Background: an optimization exercise with open tools, aiming at small area, a short achievable clock period and few clock cycles per item. Do not read the settings as production practice.
Function was checked by simulation only, so behaviour that the tests miss may differ from the original.

==> flow/design.v (excerpt) <==
module decipher(
    input wire clk_in,
    input wire rst_in,
    input wire start,
    input wire [127:0] block_in,
    input wire [127:0] key_in,
    output logic [127:0] deciphered_block,
    output logic decipher_complete
);
    logic [127:0] state;     
    logic [127:0] key;       
    logic [31:0] sw;         
    logic [3:0] idx;         
    logic [7:0] rc;          
    logic busy;              
    logic back;              
    logic last;              
    logic [127:0] kfwd;      
    logic [31:0] sx;         
    logic [31:0] so;         
    logic [127:0] krev;      
    always_comb begin
        kfwd = key_step(key, sw, rc);
        for (int r = 0; r < 4; r++) begin
            if (!busy)
                sx[31 - 8 * r -: 8] = key_in[127 - 8 * (4 * ((r + 1) % 4) + 3) -: 8];
            else if (!back)
                sx[31 - 8 * r -: 8] = kfwd[127 - 8 * (4 * ((r + 1) % 4) + 3) -: 8];
            else
                sx[31 - 8 * r -: 8] = key[127 - 8 * (4 * ((r + 1) % 4) + 3) -: 8]
                                    ^ key[127 - 8 * (4 * ((r + 1) % 4) + 2) -: 8];
            so[31 - 8 * r -: 8] = sbox(sx[31 - 8 * r -: 8]);
        end
        for (int r = 0; r < 4; r++) begin
            for (int c = 1; c < 4; c++)
                krev[127 - 8 * (4 * r + c) -: 8] = key[127 - 8 * (4 * r + c) -: 8] ^ key[127 - 8 * (4 * r + c - 1) -: 8];
            krev[127 - 8 * (4 * r) -: 8] = key[127 - 8 * (4 * r) -: 8] ^ so[31 - 8 * r -: 8]
                                          ^ (r == 0 ? rc : 8'h00);
        end
    end
    logic [127:0] k10_pre;
    always_comb begin
        logic [7:0] w;
        for (int r = 0; r < 4; r++) begin
            w = (r == 0) ? 8'h36 : 8'h00;
            for (int c = 0; c < 4; c++) begin
                w = w ^ kfwd[127 - 8 * (4 * r + c) -: 8];
                k10_pre[127 - 8 * (4 * r + c) -: 8] = state[127 - 8 * (4 * r + c) -: 8] ^ w;
            end
        end
    end
    logic [127:0] sub;       
    logic [127:0] mixed;
    always_comb begin
        for (int r = 0; r < 4; r++)
            for (int c = 0; c < 4; c++)
                sub[127 - 8 * (4 * r + c) -: 8] = inv_sbox(state[127 - 8 * (4 * r + (c + 4 - r) % 4) -: 8])
  ...
Size: roughly 6000 cells after synthesis, roughly 300 flip-flops, roughly 390 I/O pins, about 48000 um^2 of cells after synthesis.
export LEC_CHECK = 0
export CAP_MARGIN = 20
export CORE_MARGIN = 2
export CORE_UTILIZATION = 40
export SLEW_MARGIN = 20
create_clock -name core_clock -period 8.0 [get_ports {clk_in}]
standard.sh (not shown) runs the stock make flow with config.mk's settings and CLKGATE_MAP_FILE= SYNTH_SCRIPT=/design/flow/synth_recipe.tcl, a recipe that flattens the netlist after the stock synthesis.
==> flow/flow/run.sh <==
#!/bin/bash
# Own flow: the standard layout, except that synthesis maps the logic with an
# area-recovering ABC script (flow/abc_speed.script) in place of ORFS's abc_speed.script.
# Registers are mapped before ABC runs, so they are the standard synthesis's.
set -euo pipefail
here=$(pwd)
rm -rf "$here/scripts_synth"
cp -r "$FLOW_HOME/scripts" "$here/scripts_synth"
cp "$here/flow/abc_speed.script" "$here/scripts_synth/abc_speed.script"
SCRIPTS_DIR="$here/scripts_synth" bash standard.sh synth > "$here/synth.log" 2>&1
bash standard.sh > "$here/layout.log" 2>&1
test -f out/final.def
==> flow/flow/abc_speed.script <==
strash
&get -n
&fraig -x
&put
scorr
dc2
strash
&get -n
&dch -f
&nf -R 1000
&put
buffer -c
topo
stime -c
dnsize -c
The starting point finished clean.
Testbench counts at the start, summed over its fixed seeds: cycles 5,376, blocks 256.
Next try:
--- a/flow/config.mk
+++ b/flow/config.mk
@@ -9,3 +9,4 @@
 export CORE_MARGIN = 2
 export CORE_UTILIZATION = 40
+export SETUP_SLACK_MARGIN = 1.3
 export SLEW_MARGIN = 20
Final area grows by roughly a tenth.
Worst setup slack gains 1.2 ns.
Wire length went up by a few percent.
Via count climbs by a few percent.
Final cell count rose by a few percent.

---

Setup of zinc:
decipher, a different RTL version from the one above (not shown whole).
Size: ~6100 cells after synthesis, roughly 300 flip-flops, roughly 390 I/O pins, about 48000 µm² of cells after synthesis.
Settings: LEC_CHECK=0, CAP_MARGIN=20, CORE_MARGIN=2, CORE_UTILIZATION=40, SETUP_SLACK_MARGIN=1.5, SLEW_MARGIN=20; clock period 8.0 ns.
Scripts as last shown in full above: flow/flow/run.sh, flow/flow/abc_speed.script
Testbench counts of zinc, summed over its fixed seeds: cycles 5,376, blocks 256.
### zinc -> garnet
Settings: CORE_UTILIZATION changed from 40 to 60.
## What came out
Going from zinc to garnet, number of vias in the routed layout now sits higher, number of flip-flops and latches now sits at about the same level, global-route usage now sits higher.
Relative to zinc, the post-placement worst setup slack of garnet is lower by 87 ps.
On sequential share of layout area, garnet and zinc are basically level.
The higher share of the clock period used by the worst path after layout came out of garnet.
> inputs changed (garnet -> xenon)
Settings: swapping 60 for 40 in CORE_UTILIZATION.
-- flow/flow/run.sh --
<<< garnet, line 2
# Own flow: the standard layout, except that synthesis maps the logic with an
# area-recovering ABC script (flow/abc_speed.script) in place of ORFS's abc_speed.script.
# Registers are mapped before ABC runs, so they are the standard synthesis's.
>>> xenon, line 2
# Own flow: the standard layout, except that
#  - synthesis maps the logic with an area-recovering ABC script (flow/abc_speed.script)
#    in place of ORFS's abc_speed.script; registers are mapped before ABC runs, so they
#    are the standard synthesis's;
#  - every input and output port still gets its own buffer, but a buf_1 (the smallest
#    buffer) in place of the clkdlybuf4s50_1 that buffer_ports picks by default.
<<< garnet, line 10
>>> xenon, line 13
export BUFFER_PORTS_ARGS="-buffer_cell sky130_fd_sc_hd__buf_1"
==> comparison <==
xenon: done, clean on timing, DRC and antenna. Global-route usage ended up 13 points lower on xenon than on garnet. On xenon: routed wire length is about 2.4% higher than what garnet gave. Area used by sequential logic in the layout delta for xenon relative to garnet: 50 µm² higher. xenon vs. garnet: fraction of layout instances using a drive strength above 1 grew by 1.0 points, standard cell core area grew by 39000 µm², final cell count grew by 503.

---

decipher, a different RTL version from the one above (not shown whole).
Size: ~310 flip-flops, ~0.048 mm^2 of cells after synthesis.
Settings: LEC_CHECK=0, CAP_MARGIN=20, CORE_MARGIN=2, CORE_UTILIZATION=45, CTS_BUF_LIST=sky130_fd_sc_hd__clkbuf_8, SETUP_SLACK_MARGIN=1.15, SLEW_MARGIN=20; clock period 8.0 ns.
==> flow/flow/run.sh <==
#!/bin/bash
# Own flow: the standard layout, except that
#  - synthesis maps the logic with an area-recovering ABC script (flow/abc_speed.script)
#    in place of ORFS's abc_speed.script; registers are mapped before ABC runs, so they
#    are the standard synthesis's;
#  - every input and output port still gets its own buffer, but a buf_1 (the smallest
#    buffer) in place of the clkdlybuf4s50_1 that buffer_ports picks by default.
set -euo pipefail
here=$(pwd)
rm -rf "$here/scripts_synth"
cp -r "$FLOW_HOME/scripts" "$here/scripts_synth"
cp "$here/flow/abc_speed.script" "$here/scripts_synth/abc_speed.script"
export BUFFER_PORTS_ARGS="-buffer_cell sky130_fd_sc_hd__buf_1"
SCRIPTS_DIR="$here/scripts_synth" bash standard.sh synth > "$here/synth.log" 2>&1
bash standard.sh > "$here/layout.log" 2>&1
test -f out/final.def
Scripts as last shown in full above: flow/flow/abc_speed.script
The first run finished clean.
Testbench counts at the start, summed over its fixed seeds: cycles 5,376, blocks 256.
Rerun with:
--- a/flow/config.mk
+++ b/flow/config.mk
@@ -10,4 +10,5 @@
 export CORE_UTILIZATION = 45
 export CTS_BUF_LIST = sky130_fd_sc_hd__clkbuf_8
+export GPL_ROUTABILITY_DRIVEN = 0
 export SETUP_SLACK_MARGIN = 1.15
 export SLEW_MARGIN = 20
Cell area went down by 0.63%.
Global-route usage shrinks by 1.3 points.
Worst setup slack is worse by 0.10 ns.
Die area stays the same.
First-iteration DRC count goes down by 6.4%.
Maximum frequency is lower by 1.5%.
Non-clock buffer count is lower by 43.
Wire length shrinks by 3.2%.
Utilization falls by 0.35 points.
Clock skew hardly moves.
Rerun with:
--- a/flow/config.mk
+++ b/flow/config.mk
@@ -8,7 +8,6 @@
 export CAP_MARGIN = 20
 export CORE_MARGIN = 2
-export CORE_UTILIZATION = 45
+export CORE_UTILIZATION = 48
 export CTS_BUF_LIST = sky130_fd_sc_hd__clkbuf_8
-export GPL_ROUTABILITY_DRIVEN = 0
-export SETUP_SLACK_MARGIN = 1.15
+export SETUP_SLACK_MARGIN = 1.2
 export SLEW_MARGIN = 20
Outcome: Die area shrinks by a few percent. Area after synthesis is unchanged. Routed wire length grows by a few percent. First-iteration DRC count hardly moves. Final area grows slightly.
Rerun with:
--- a/flow/config.mk
+++ b/flow/config.mk
@@ -8,6 +8,6 @@
 export CAP_MARGIN = 20
 export CORE_MARGIN = 2
-export CORE_UTILIZATION = 48
+export CORE_UTILIZATION = 45
 export CTS_BUF_LIST = sky130_fd_sc_hd__clkbuf_8
-export SETUP_SLACK_MARGIN = 1.2
+export SETUP_SLACK_MARGIN = 1.3
 export SLEW_MARGIN = 20
=> Global-route usage decreases by 2.2 points. Die area increases by 6.6%. Final area increases by 2.0%. Critical path depth stays the same.
Rerun with:
--- a/flow/config.mk
+++ b/flow/config.mk
@@ -8,6 +8,5 @@
 export CAP_MARGIN = 20
 export CORE_MARGIN = 2
-export CORE_UTILIZATION = 45
-export CTS_BUF_LIST = sky130_fd_sc_hd__clkbuf_8
+export CORE_UTILIZATION = 40
 export SETUP_SLACK_MARGIN = 1.3
 export SLEW_MARGIN = 20
Result:
- via count barely changes
- maximum frequency came out lower by 1.9%
- wire length came out higher by 2.8%

---

run 3:
decipher, a different RTL version from the one above (not shown whole).
Size in the first run: ~6300 cells after synthesis, ~310 flip-flops, ~390 I/O pins, roughly 48000 um2 of cells after synthesis.
==> flow/config.mk <==
export PLATFORM = sky130hd
export DESIGN_NAME = decipher
export DESIGN_NICKNAME = decipher
export VERILOG_FILES = /design/flow/design.v
export SDC_FILE = /design/flow/constraint.sdc
export NUM_CORES = 4
export LEC_CHECK = 0
export CAP_MARGIN = 20
export CORE_MARGIN = 2
export CORE_UTILIZATION = 45
export CTS_BUF_LIST = sky130_fd_sc_hd__clkbuf_8
export SETUP_SLACK_MARGIN = 1.3
export SLEW_MARGIN = 20
==> flow/constraint.sdc <==
create_clock -name core_clock -period 8.0 [get_ports {clk_in}]
set_input_delay 1.6000 -clock core_clock [delete_from_list [all_inputs] [get_ports {clk_in}]]
set_output_delay 1.6000 -clock core_clock [all_outputs]
set_load 0.01 [all_outputs]
Scripts as last shown in full above: flow/flow/run.sh, flow/flow/abc_speed.script
Testbench counts of run 3, summed over its fixed seeds: cycles 5,376, blocks 256.
Input changes introduced in run 4 (baseline for comparison: run 3):
# run 3
export LEC_CHECK = 0
export CAP_MARGIN = 20
export CORE_MARGIN = 2
export CORE_UTILIZATION = 45
export CTS_BUF_LIST = sky130_fd_sc_hd__clkbuf_8
export SETUP_SLACK_MARGIN = 1.3
export SLEW_MARGIN = 20
create_clock -name core_clock -period 8.0 [get_ports {clk_in}]
# run 4
export LEC_CHECK = 0
export CAP_MARGIN = 20
export CORE_MARGIN = 2
export CORE_UTILIZATION = 45
export CTS_BUF_LIST = sky130_fd_sc_hd__clkbuf_8
export SETUP_SLACK_MARGIN = 1.6
export SLEW_MARGIN = 20
create_clock -name core_clock -period 8.0 [get_ports {clk_in}]
==> summary.txt <==
- Run 4 went all the way through the flow, and no timing, DRC or antenna check failed.
- As far as sequential cell count goes, run 3 and run 4 are indistinguishable; the numbers are identical.
- From run 3 to run 4 the numbers moved as follows: maximum number of pins on one net before global-route repair +80; final-layout clock buffer total fell by 6.

---

decipher again, from the RTL that the note above started with.
export LEC_CHECK = 0
export CAP_MARGIN = 20
export CORE_MARGIN = 2
export CORE_UTILIZATION = 45
export CTS_BUF_LIST = sky130_fd_sc_hd__clkbuf_8
export SETUP_SLACK_MARGIN = 1.0
export SLEW_MARGIN = 20
create_clock -name core_clock -period 8.0 [get_ports {clk_in}]
Scripts as last shown in full above: flow/flow/run.sh, flow/flow/abc_speed.script
Testbench counts at the start, summed over its fixed seeds: cycles 5,376, blocks 256.
Next try:
Settings changed: CORE_UTILIZATION 45 to 50, SETUP_SLACK_MARGIN 1.0 to 1.3.
The changed run completed without violations.
Die area goes down by 9.9%.
Worst setup slack is better by 0.27 ns.
Final area goes up by 4.8%.
Final cell count stays flat.
Routed wire length goes up by 1.2%.

## static timing again, ports no longer ideal
The results above use ideal ports. As a check the final layouts listed here were re-extracted and re-timed, cells and wires unchanged. Step 1: set_driving_cell puts a clkbuf_16 on clk_in and a buf_2 on each other input, an assumption about the parent block. Step 2 adds t to the input delays and takes it off the output delays; t is the mean of the earliest and latest rising clock arrival at the registers after step 1. Input paths then give back, and output paths get back, about the clock's delay inside the block. a / b / c = ideal ports / drivers / drivers and shift; a / b = the first two.
run | t (ns) | slack for setup (ns) | hold WS [ns] | worst register clock-pin slew, ns | cell pins on the clock port's net
the first run of note 1 | 0.680 | 0.264 / 0.264 / 0.227 | 0.541 / 0.541 / 0.541 | 0.08 / 0.08 | 1
the second run of note 1 | 0.673 | 1.466 / 1.466 / 0.896 | 0.531 / 0.531 / 0.531 | 0.07 / 0.07 | 1
zinc | 0.676 | 1.552 / 1.552 / 0.954 | 0.548 / 0.548 / 0.548 | 0.07 / 0.07 | 1
garnet | 0.667 | 0.929 / 0.929 / 0.599 | 0.580 / 0.580 / 0.580 | 0.07 / 0.07 | 1
xenon | 0.686 | 1.431 / 1.431 / 1.268 | 0.584 / 0.584 / 0.584 | 0.07 / 0.07 | 1
the first run of note 3 | 0.799 | 1.375 / 1.375 / 0.885 | 0.489 / 0.489 / 0.489 | 0.07 / 0.07 | 1
the second run of note 3 | 0.804 | 1.273 / 1.273 / 0.722 | 0.511 / 0.511 / 0.511 | 0.08 / 0.08 | 1
the third run of note 3 | 0.809 | 1.350 / 1.350 / 1.067 | 0.473 / 0.473 / 0.473 | 0.08 / 0.08 | 1
the fourth run of note 3 | 0.841 | 1.511 / 1.511 / 1.220 | 0.494 / 0.494 / 0.494 | 0.07 / 0.07 | 1
the fifth run of note 3 | 0.674 | 1.383 / 1.383 / 1.154 | 0.506 / 0.506 / 0.506 | 0.07 / 0.07 | 1
run 3 | 0.811 | 1.424 / 1.424 / 1.135 | 0.488 / 0.488 / 0.488 | 0.08 / 0.08 | 1
run 4 | 0.779 | 1.651 / 1.651 / 1.263 | 0.481 / 0.481 / 0.481 | 0.07 / 0.07 | 1
the first run of note 5 | 0.746 | 1.034 / 1.034 / 0.948 | 0.505 / 0.505 / 0.505 | 0.07 / 0.07 | 1
the second run of note 5 | 0.773 | 1.303 / 1.303 / 1.097 | 0.485 / 0.485 / 0.485 | 0.07 / 0.07 | 1
After both steps every run listed still meets setup and hold. For zinc, which loses most, drivers alone change the setup slack by 0.000 ns; drivers and shift together by -0.598 ns.
